From an optimization exercise on the open Yosys and OpenROAD flow, aimed at small area and a short achievable clock period; shortcuts taken in it are not production practice.
In this exercise RTL edits were held to simulation tests only and were not proved equivalent to the original.

==> flow/design.v (excerpt) <==
module systolic_array_4x4 #(
  parameter DATA_W = 8,
  parameter ACC_W  = 16,
  parameter N      = 4
)(
  input  logic                   clk,
  input  logic                   rst_n,
  input  logic [N*DATA_W-1:0]    a_in,     
  input  logic [N*DATA_W-1:0]    w_in,     
  output logic [N*N*ACC_W-1:0]   result    
);
Size in the first run: ~3,900 cells after synthesis, about 420 flip-flops, about 320 I/O pins, roughly 41,000 um^2 of cells after synthesis.
==> flow/config.mk <==
export PLATFORM = sky130hd
export DESIGN_NAME = systolic_array_4x4
export DESIGN_NICKNAME = systolic_array_4x4
export VERILOG_FILES = /design/flow/design.v
export SDC_FILE = /design/flow/constraint.sdc
export NUM_CORES = 4
export LEC_CHECK = 0
export CAP_MARGIN = 20
export CORE_MARGIN = 2
export CORE_UTILIZATION = 40
export SLEW_MARGIN = 20
export SYNTH_HIERARCHICAL = 1
==> flow/constraint.sdc <==
create_clock -name core_clock -period 5.2 [get_ports {clk}]
set_input_delay 1.0400 -clock core_clock [delete_from_list [all_inputs] [get_ports {clk}]]
set_output_delay 1.0400 -clock core_clock [all_outputs]
set_load 0.01 [all_outputs]
standard.sh (not shown) runs the stock make flow with config.mk's settings and CLKGATE_MAP_FILE= SYNTH_SCRIPT=/design/flow/synth_recipe.tcl, a recipe that flattens the netlist after the stock synthesis.
==> flow/flow/run.sh <==
#!/bin/bash
# Layout flow: the standard ORFS flow (standard.sh, unchanged synthesis),
# with the port buffers that global placement inserts made from the small
# sky130_fd_sc_hd__buf_1 instead of ORFS's default choice. Every input and
# output port still gets its own buffer; timing repair may resize them later.
set -euo pipefail
export BUFFER_PORTS_ARGS="-buffer_cell sky130_fd_sc_hd__buf_1"
bash standard.sh finish > standard_flow.log 2>&1
Next try:
==> flow/flow/run.sh (replaced) <==
#!/bin/bash
# Layout flow: the standard ORFS flow (standard.sh) with two settings
# passed to make:
#  - the port buffers that global placement inserts are the small
#    sky130_fd_sc_hd__buf_1 (every input and output port still gets its own
#    buffer; timing repair may resize it);
#  - ABC maps with a 1 fF load per output (ABC_LOAD_IN_FF) instead of 5 fF, so
#    the design's single-gate modules map to minimum-size cells; placement
#    and timing repair size up what needs it.
# The make output goes to standard_flow.log; ORFS keeps each step's log under
# orfs/logs.
set -euo pipefail
bash standard.sh "BUFFER_PORTS_ARGS=-buffer_cell sky130_fd_sc_hd__buf_1" \
  ABC_LOAD_IN_FF=1 finish > standard_flow.log 2>&1
--- a/flow/config.mk
+++ b/flow/config.mk
@@ -9,4 +9,5 @@
 export CORE_MARGIN = 2
 export CORE_UTILIZATION = 40
+export SETUP_SLACK_MARGIN = 1.9
 export SLEW_MARGIN = 20
 export SYNTH_HIERARCHICAL = 1
- fmax grows by 10%
- routed wire length shrinks by 0.30%
- synthesized cell count is unchanged
- core utilization grows by 1.5 points
Next try:
--- a/flow/config.mk
+++ b/flow/config.mk
@@ -9,5 +9,5 @@
 export CORE_MARGIN = 2
 export CORE_UTILIZATION = 40
-export SETUP_SLACK_MARGIN = 1.9
+export SETUP_SLACK_MARGIN = 1.5
 export SLEW_MARGIN = 20
 export SYNTH_HIERARCHICAL = 1
Result: The new run finished with timing, DRC and antenna clean; synthesized area stays the same; utilization fell by 1.4 points; die area does not change; cell count decreases by 0.83%; wire length drops by about 3.7%; setup slack loses 240 ps; global-route usage decreases by 0.21 points.
Next try:
--- a/flow/config.mk
+++ b/flow/config.mk
@@ -9,5 +9,4 @@
 export CORE_MARGIN = 2
 export CORE_UTILIZATION = 40
-export SETUP_SLACK_MARGIN = 1.5
 export SLEW_MARGIN = 20
 export SYNTH_HIERARCHICAL = 1
What happened: Worst setup slack is worse by 150 ps; cell count does not change; flip-flop and latch count is unchanged; final area stays flat; maximum frequency came out lower by a few percent.
Next try:
--- a/flow/config.mk
+++ b/flow/config.mk
@@ -9,4 +9,5 @@
 export CORE_MARGIN = 2
 export CORE_UTILIZATION = 40
+export SETUP_SLACK_MARGIN = 1.7
 export SLEW_MARGIN = 20
 export SYNTH_HIERARCHICAL = 1
Effect:
- The changed run completed without violations
- via count barely changes
- non-clock buffer count came out higher by 1
- global-route usage barely changes
- area after synthesis stays the same
- worst setup slack gets better by 310 ps
- final cell count hardly moves
- clock-buffer cell count is unchanged
- design area barely changes
- die area does not change

* * *

systolic_array_4x4, a different RTL version from the one above (not shown whole).
For scale: about 4100 cells after synthesis, about 320 flip-flops, about 320 I/O pins, ~0.041 mm^2 of cells after synthesis.
clock: 5.2 ns
lec_check: 0
cap_margin: 20
core_margin: 2
core_utilization: 40
slew_margin: 20
synth_hierarchical: 1
run.sh (not shown) runs the stock make flow with config.mk's settings and CLKGATE_MAP_FILE= SYNTH_SCRIPT=/design/flow/synth_recipe.tcl, a recipe that flattens the netlist after the stock synthesis.
Stock flow here: none of the scripts above is used.
The baseline finished clean.
Then changed:
==> flow/flow/run.sh (new file) <==
#!/bin/bash
# Layout flow: the standard ORFS flow (standard.sh, unchanged synthesis),
# with the port buffers that global placement inserts made from the small
# sky130_fd_sc_hd__buf_1 instead of ORFS's default choice. Every input and
# output port still gets its own buffer; timing repair may resize them later.
set -euo pipefail
export BUFFER_PORTS_ARGS="-buffer_cell sky130_fd_sc_hd__buf_1"
bash standard.sh finish > standard_flow.log 2>&1
==> flow/standard.sh (new file) <==
#!/bin/bash
# synth_recipe.tcl (not shown) runs the flow's synth.tcl, then flattens the netlist and writes it again
# the make line also repeats each setting of config.mk as NAME=value (left out here)
make -C /OpenROAD-flow-scripts/flow DESIGN_CONFIG=/design/flow/config.mk WORK_HOME=/design/flow/orfs CLKGATE_MAP_FILE= SYNTH_SCRIPT=/design/flow/synth_recipe.tcl "${@:-finish}"
removed: flow/run.sh
Effect:
- flip-flop and latch count stays the same
- wire length is lower slightly
- utilization decreases by 1.6 points
- non-clock buffer count shrinks by 4

## static timing again, ports no longer ideal
Ports are ideal in the flow. The routed layouts listed here were re-timed in OpenROAD.
Step 1: set_driving_cell puts a clkbuf_16 on clk and a buf_2 on each other input, an assumption about the parent block.
Step 2 moves the port delays by t, midway between the first and last clock arrival at a register: inputs arrive t later, outputs are due t later. That takes back most of the time a late clock gives input paths.
Slacks: no drivers / after step 1 / after step 2; pairs: no drivers / after step 1.
run	t (ns)	slack for setup (ns)	worst hold slack (ns)	worst setup path at the end	worst slew at a driven data input, ns
the first run of note 1	0.696	1.512 / 1.512 / 1.512	0.468 / 0.425 / 0.558	register to register	0.09
the second run of note 1	0.697	1.856 / 1.787 / 1.985	0.541 / 0.494 / 0.553	register to register	0.10
the third run of note 1	0.694	1.620 / 1.620 / 1.620	0.546 / 0.498 / 0.553	register to register	0.10
the fourth run of note 1	0.693	1.470 / 1.470 / 1.470	0.546 / 0.498 / 0.555	register to register	0.10
the fifth run of note 1	0.693	1.784 / 1.716 / 1.829	0.546 / 0.498 / 0.553	register to register	0.10
the first run of note 2	0.682	0.646 / 0.646 / 0.646	0.450 / 0.436 / 0.486	register to register	0.12
the second run of note 2	0.702	0.685 / 0.685 / 0.685	0.485 / 0.447 / 0.485	register to register	0.04
After both steps every run listed still meets setup and hold.
